This design comes from an exercise in tuning for small area and a short achievable clock period on the open sky130 flow, not from production work.
At most, simulation tests tie the RTL to the original design; equivalence was not proved.
Power and IR drop assume default switching activity.

== run A ==
Design ArithmaticUnit, start of the top module:
module ArithmaticUnit(
		input wire clock_i, isWb_i, enable_i,
		input wire [4:0] wbAddress_i,
		input wire [6:0] opCode_i,
		input wire [15:0] pOperand_i, sOperand_i,
		output reg wbEnable_o,
		output reg [4:0] wbAddress_o,
		output reg [15:0] wbData_o,
		output reg [1:0] statusWriteback_o  
    );
Size: roughly 690 cells after synthesis, ~24 flip-flops, ~71 I/O pins, ~5300 um2 of cells after synthesis.
==> flow/config.mk <==
export PLATFORM = sky130hd
export DESIGN_NAME = ArithmaticUnit
export DESIGN_NICKNAME = ArithmaticUnit
export VERILOG_FILES = /design/flow/design.v
export SDC_FILE = /design/flow/constraint.sdc
export NUM_CORES = 4
export LEC_CHECK = 0
export CAP_MARGIN = 20
export CORE_MARGIN = 2
export CORE_UTILIZATION = 60
export SETUP_SLACK_MARGIN = 2.5
export SLEW_MARGIN = 20
==> flow/constraint.sdc <==
create_clock -name core_clock -period 8.0 [get_ports {clock_i}]
set_input_delay 1.6000 -clock core_clock [delete_from_list [all_inputs] [get_ports {clock_i}]]
set_output_delay 1.6000 -clock core_clock [all_outputs]
set_load 0.01 [all_outputs]
run.sh (not shown) runs the stock make flow with config.mk's settings and CLKGATE_MAP_FILE= SYNTH_SCRIPT=/design/flow/synth_recipe.tcl, a recipe that flattens the netlist after the stock synthesis.
diff inputs: run A => run B
Settings: swapping 60 for 40 in CORE_UTILIZATION; swapping 2.5 for 3.5 in SETUP_SLACK_MARGIN.
==> run notes <==
- Run B vs. run A: worst relative slew slack increased 2.2 points; final critical-path required period decreased 0.068 ns; clock network contribution to total cell area increased 0.82 points.
- Route | run B vs run A | wire shorter in run B
- Run comparison: run B critical path endpoint statusWriteback_o[1]$_DFFE_PP_; run A critical path endpoint wbData_o[15]$_DFFE_PP_
> inputs changed (run B -> run C)
Settings: a deleted SETUP_SLACK_MARGIN that had been 3.5.
Notes after the runs:
Run C finished all stages; the layout is clean. Looking at routed wire length across both flows, run C is the stronger of the two, with run B trailing. Per the comparison of run C with run B, core utilization has decreased; global-route wire length before repair has decreased.
Modified inputs, run D compared to run C
Settings: SETUP_SLACK_MARGIN: unset -> 2.5.
[summary]
Looking at met2 global-route usage, run D sits above run C. Count of max-cap constraint violations: run C vs run D identical. Row part of the power in the clock network: run D lower / run C higher. In the metrics for run C and run D, the one carrying the higher global routing met3 resource utilization is run D. The estimated power of run D ends up higher than the estimate for run C. Per the comparison of run D with run C, post-layout minimum cycle time shrank by 1.45 ns, total power divided by cell area increased by 8.2% relative to the old numbers. The run showing the smaller relative area of clock buffers and inverters in the final design is run D. sky130_fd_sc_hd__fa_1 as the cell with the largest stage delay on the worst path was reported by run D, and sky130_fd_sc_hd__ha_1 by run C. The lower area overhead of the layout relative to synthesis came out of run C. Run D vs run C — sequential share of layout area dropped 1.4 points.
Function was not checked in any run of this note: the RTL went through the layout flow alone.

---

ArithmaticUnit, a different RTL version from the one above (not shown whole).
Size in the first run: about 450 cells after synthesis.
export LEC_CHECK = 0
export CAP_MARGIN = 20
export CORE_MARGIN = 2
export CORE_UTILIZATION = 45
export SETUP_SLACK_MARGIN = 2.5
export SLEW_MARGIN = 20
export SYNTH_HIERARCHICAL = 1
export SYNTH_MINIMUM_KEEP_SIZE = 0
export TNS_END_PERCENT = 30
create_clock -name core_clock -period 8.0 [get_ports {clock_i}]
standard.sh (not shown) runs the stock make flow with config.mk's settings and CLKGATE_MAP_FILE= SYNTH_SCRIPT=/design/flow/synth_recipe.tcl, a recipe that flattens the netlist after the stock synthesis.
==> flow/flow/run.sh <==
#!/bin/bash
# Standard ORFS layout, with smaller port buffers and free cell resizing.
set -euo pipefail
bash standard.sh MATCH_CELL_FOOTPRINT=0 ABC_LOAD_IN_FF=1 "BUFFER_PORTS_ARGS=-buffer_cell sky130_fd_sc_hd__buf_1" finish > make_finish.log 2>&1
Edit:
Settings changed: TNS_END_PERCENT 30 to not set.
=> The new run finished with timing, DRC and antenna clean; cell area is unchanged; global-route usage stays the same; die area does not change; worst setup slack does not change; power stays the same; core utilization is unchanged; clock power is about the same; via count does not change; routed wire length is unchanged; sequential power is about the same.
Edit:
Settings changed: TNS_END_PERCENT set to 0.
Global-route usage stays the same. Flip-flop and latch count is unchanged. Synthesized cell count is unchanged. Clock power stays flat. Total power stays the same. Final area does not change. Combinational power stays flat. Fmax is unchanged. Sequential power stays flat.
Edit:
Settings changed: CORE_UTILIZATION 45 to 50, SETUP_SLACK_MARGIN 2.5 to 2.4, TNS_END_PERCENT 0 to not set.
After rerunning: Sequential share of layout area came out lower by 0.30 points; setup slack gets worse by 0.12 ns; combinational power went up by 7.7%; sequential cell count stays the same; wire length goes up by 14%; total power rose by 6.2%; sequential power is about the same; design area came out higher by 2.1%; final cell count came out lower by 1.7%.
Edit:
Settings changed: SETUP_SLACK_MARGIN 2.4 to 2.5.
=> Hold slack gets worse by 0.0072 ns; total power decreases by 2.9%; maximum frequency goes up by 3.2%; routed wire length drops by 3.3%; non-clock buffer count falls by 10; cell count is lower by 1.6%; via count came out lower by 3.2%; core utilization drops by 1.0 points.

---

Setup of wip/xenon:
ArithmaticUnit, a different RTL version from the one above (not shown whole).
Size: about 780 cells after synthesis, ~24 flip-flops, about 71 I/O pins, roughly 0.0049 sq mm of cells after synthesis.
==> flow/config.mk <==
export PLATFORM = sky130hd
export DESIGN_NAME = ArithmaticUnit
export DESIGN_NICKNAME = ArithmaticUnit
export VERILOG_FILES = /design/flow/design.v
export SDC_FILE = /design/flow/constraint.sdc
export NUM_CORES = 4
export LEC_CHECK = 0
export ABC_AREA = 1
export CAP_MARGIN = 20
export CORE_MARGIN = 2
export CORE_UTILIZATION = 60
export SETUP_SLACK_MARGIN = 2.5
export SLEW_MARGIN = 20
export SYNTH_HIERARCHICAL = 1
export SYNTH_MINIMUM_KEEP_SIZE = 0
==> flow/constraint.sdc <==
create_clock -name core_clock -period 8.0 [get_ports {clock_i}]
set_input_delay 1.6000 -clock core_clock [delete_from_list [all_inputs] [get_ports {clock_i}]]
set_output_delay 1.6000 -clock core_clock [all_outputs]
set_load 0.01 [all_outputs]
==> flow/flow/run.sh <==
#!/bin/bash
# Standard ORFS layout, with smaller port buffers and free cell resizing.
set -euo pipefail
bash standard.sh MATCH_CELL_FOOTPRINT=0 "BUFFER_PORTS_ARGS=-buffer_cell sky130_fd_sc_hd__buf_2" finish > make_finish.log 2>&1
#### Input delta (wip/umber over wip/xenon)
- swapping 2.5 for 3.0 in SETUP_SLACK_MARGIN
==> comparison <==
Per the comparison of wip/umber with wip/xenon, wire length reported by the detailed router now larger, met1 track utilization from global routing now smaller, clock power now smaller, final standard cell utilization of the core now larger. Compared with wip/xenon, wip/umber instantiates a larger number of standard cells.
Edits applied to the flow inputs when going from wip/umber to wip/delta:
- swapping 1 for 0 in ABC_AREA
- swapping 3.0 for 2.5 in SETUP_SLACK_MARGIN
==> flow/run.sh (new file) <==
#!/bin/bash
# synth_recipe.tcl (not shown) runs the flow's synth.tcl, then flattens the netlist and writes it again
# the make line also repeats each setting of config.mk as NAME=value (left out here)
make -C /OpenROAD-flow-scripts/flow DESIGN_CONFIG=/design/flow/config.mk WORK_HOME=/design/flow/orfs CLKGATE_MAP_FILE= SYNTH_SCRIPT=/design/flow/synth_recipe.tcl finish
removed: flow/flow/run.sh
removed: flow/standard.sh
==> run notes <==
- wip/delta went all the way through the flow, and no timing, DRC or antenna check failed.
- In wip/delta, share of the synthesized area in compound gates (AO/OA/AOI/OAI) is higher than in wip/umber.
- Diff wip/umber -> wip/delta: final worst setup slack down 0.39 ns, time the final worst path needs with I/O delays and setup rose by 0.39 ns, cell count of the worst hold path rose by 3, multi-input combinational gate total went down, post-synthesis cell count now smaller.
- Against wip/umber, via count in wip/delta fell by more than a quarter.
- wip/delta has switching share of power below what wip/umber had.
Relative to wip/delta, the following input files were edited for wip/pepper:
==> flow/flow/run.sh (new file) <==
#!/bin/bash
# Standard ORFS layout, with smaller port buffers and free cell resizing.
set -euo pipefail
bash standard.sh MATCH_CELL_FOOTPRINT=0 "BUFFER_PORTS_ARGS=-buffer_cell sky130_fd_sc_hd__buf_2" finish > make_finish.log 2>&1
==> flow/standard.sh (new file) <==
#!/bin/bash
# synth_recipe.tcl (not shown) runs the flow's synth.tcl, then flattens the netlist and writes it again
# the make line also repeats each setting of config.mk as NAME=value (left out here)
make -C /OpenROAD-flow-scripts/flow DESIGN_CONFIG=/design/flow/config.mk WORK_HOME=/design/flow/orfs CLKGATE_MAP_FILE= SYNTH_SCRIPT=/design/flow/synth_recipe.tcl "${@:-finish}"
removed: flow/run.sh
Findings:
Between wip/delta and wip/pepper, the flow reports wire length of the first global-routing pass decreasing by a little under 10%.
Endpoint required time on the critical path: wip/pepper vs wip/delta up 0.02 ns
Relative to wip/delta, switching part of the total decreased by 0.95 points in wip/pepper.
When the final numbers for wip/delta and wip/pepper were put side by side, the total buffers and inverters traversed by the critical path turned out to be greater in wip/pepper.
wip/pepper vs wip/delta, minimum hold slack went down by 0.35 ns.
No run of this note included a check of the RTL's function; only the layout flow was run.

---

## job 5662
ArithmaticUnit with an RTL version that a note above also has.
Size in the first run: ~450 cells after synthesis, ~24 flip-flops, ~4300 um2 of cells after synthesis.
export LEC_CHECK = 0
export CAP_MARGIN = 20
export CORE_MARGIN = 2
export CORE_UTILIZATION = 45
export PLACE_DENSITY = 0.6
export SETUP_SLACK_MARGIN = 2.5
export SLEW_MARGIN = 20
export SYNTH_HIERARCHICAL = 1
export SYNTH_MINIMUM_KEEP_SIZE = 0
create_clock -name core_clock -period 8.0 [get_ports {clock_i}]
==> flow/flow/run.sh <==
#!/bin/bash
# Standard ORFS layout, with smaller port buffers and free cell resizing.
set -euo pipefail
bash standard.sh MATCH_CELL_FOOTPRINT=0 ABC_LOAD_IN_FF=1 "BUFFER_PORTS_ARGS=-buffer_cell sky130_fd_sc_hd__buf_1" finish > make_finish.log 2>&1
Job 5662 ended with every stage complete and zero timing, DRC or antenna violations.
The inputs of job 2906 differ from those of job 5662 as listed below.
- SETUP_SLACK_MARGIN now 2.6, was 2.5
- PLACE_DENSITY no longer set, was 0.6
- CORE_UTILIZATION now 50, was 45
[summary]
- Per the final summary, job 2906 finished and its layout is clean on timing, DRC and antenna.
- Any difference in hold slack between job 2906 and job 5662 is small enough to ignore.
- Job 2906: post-cts resize count is 4 higher than what job 5662 reported.
- Taking job 5662 as the reference, in job 2906 global-route met3 utilization picked up an extra 1.6 points; setup slack picked up an extra 0.10 ns.
Here is what was changed in the inputs of job 2781 compared with job 2906.
- a change of SETUP_SLACK_MARGIN from 2.6 to 2.5
- a change of CORE_UTILIZATION from 50 to 45
==> flow/flow/run.sh <==
#!/bin/bash
# Standard ORFS layout, with smaller port buffers and free cell resizing.
set -euo pipefail
bash standard.sh MATCH_CELL_FOOTPRINT=0 ABC_LOAD_IN_FF=2 "BUFFER_PORTS_ARGS=-buffer_cell sky130_fd_sc_hd__buf_1" finish > make_finish.log 2>&1
Results
Job 2781 vs job 2906, wire length of the first global-routing pass went down by 1600 um.
Re count of placed standard cells in the final layout, fillers left out: job 2781 and job 2906 aren't equal, and the higher value belongs to job 2781.
Job 2781 vs job 2906: total wire length down by a little under 10%
Fraction of final layout cells with drive strength greater than 1 in job 2781 is 3.8 points below job 2906.
In job 2781, fraction of area in multi-input gates is higher than in job 2906.
Measured against job 2781, the count of non-CTS buffers in the layout of job 2906 comes out at 1.15 times the reference value.
Job 2781 has less setup slack than job 2906.
For job 1377, these inputs were changed with respect to job 2781:
- GPL_ROUTABILITY_DRIVEN now 0, previously not set
==> flow/flow/run.sh <==
#!/bin/bash
# Standard ORFS layout, with smaller port buffers and free cell resizing.
set -euo pipefail
bash standard.sh MATCH_CELL_FOOTPRINT=0 ABC_LOAD_IN_FF=1 "BUFFER_PORTS_ARGS=-buffer_cell sky130_fd_sc_hd__buf_1" finish > make_finish.log 2>&1
## What came out
Job 1377 closes out successfully: all stages finished, all timing, DRC and antenna checks passed. Re final area: job 1377 is 1.3% down on job 2781. Summary of job 1377 over job 2781: final period demand of the worst path increased 0.044 ns; worst hold slack decreased 0.0037 ns; count of inserted antenna diode cells essentially unchanged. Compared with job 2781, job 1377 improves number of DRC markers in iteration 0. Status: number of global-route vias before repair parity (job 2781, job 1377). Row final worst-path setup slack: job 1377 lower / job 2781 higher. Relative contribution of combinational cells to total power, job 2781 and job 1377: lower on job 1377.

re-timing with driven ports:
The results above use ideal ports. As a check the final layouts listed here were re-extracted and re-timed, cells and wires unchanged.
Step 1 assumes that a clkbuf_16 drives the clock port and a buf_2 every other input.
Step 2 moves the port delays by t, midway between the first and last clock arrival at a register: inputs arrive t later, outputs are due t later. That takes back most of the time a late clock gives input paths.
Three values: ideal, step 1, step 2; two values: the first two.
run | t, ns | setup slack, ns | slew at the worst register clock pin (ns)
run A | 0.286 | 2.420 / 2.384 / 2.097 | 0.08 / 0.08
run B | 0.286 | 2.488 / 2.454 / 2.168 | 0.06 / 0.06
run C | 0.282 | 1.042 / 1.040 / 0.758 | 0.06 / 0.06
run D | 0.283 | 2.489 / 2.476 / 2.192 | 0.06 / 0.06
the first run of note 2 | 0.292 | 2.713 / 2.718 / 2.426 | 0.09 / 0.09
the second run of note 2 | 0.292 | 2.713 / 2.718 / 2.426 | 0.09 / 0.09
the third run of note 2 | 0.292 | 2.713 / 2.718 / 2.426 | 0.09 / 0.09
the fourth run of note 2 | 0.299 | 2.597 / 2.607 / 2.308 | 0.10 / 0.10
the fifth run of note 2 | 0.309 | 2.763 / 2.774 / 2.465 | 0.09 / 0.09
wip/xenon | 0.315 | 2.446 / 2.397 / 2.082 | 0.11 / 0.11
wip/umber | 0.298 | 2.499 / 2.478 / 2.180 | 0.09 / 0.09
wip/delta | 0.300 | 2.109 / 2.091 / 1.791 | 0.10 / 0.10
wip/pepper | 0.302 | 2.347 / 2.339 / 2.037 | 0.11 / 0.11
job 5662 | 0.292 | 2.713 / 2.718 / 2.426 | 0.09 / 0.09
job 2906 | 0.296 | 2.815 / 2.821 / 2.525 | 0.10 / 0.10
job 2781 | 0.285 | 2.713 / 2.719 / 2.433 | 0.09 / 0.09
job 1377 | 0.290 | 2.668 / 2.675 / 2.384 | 0.09 / 0.09
After both steps setup and hold are still met in every run listed. The setup slack of wip/xenon, which loses most, moves by -0.049 ns with the drivers and by -0.364 ns with both steps.
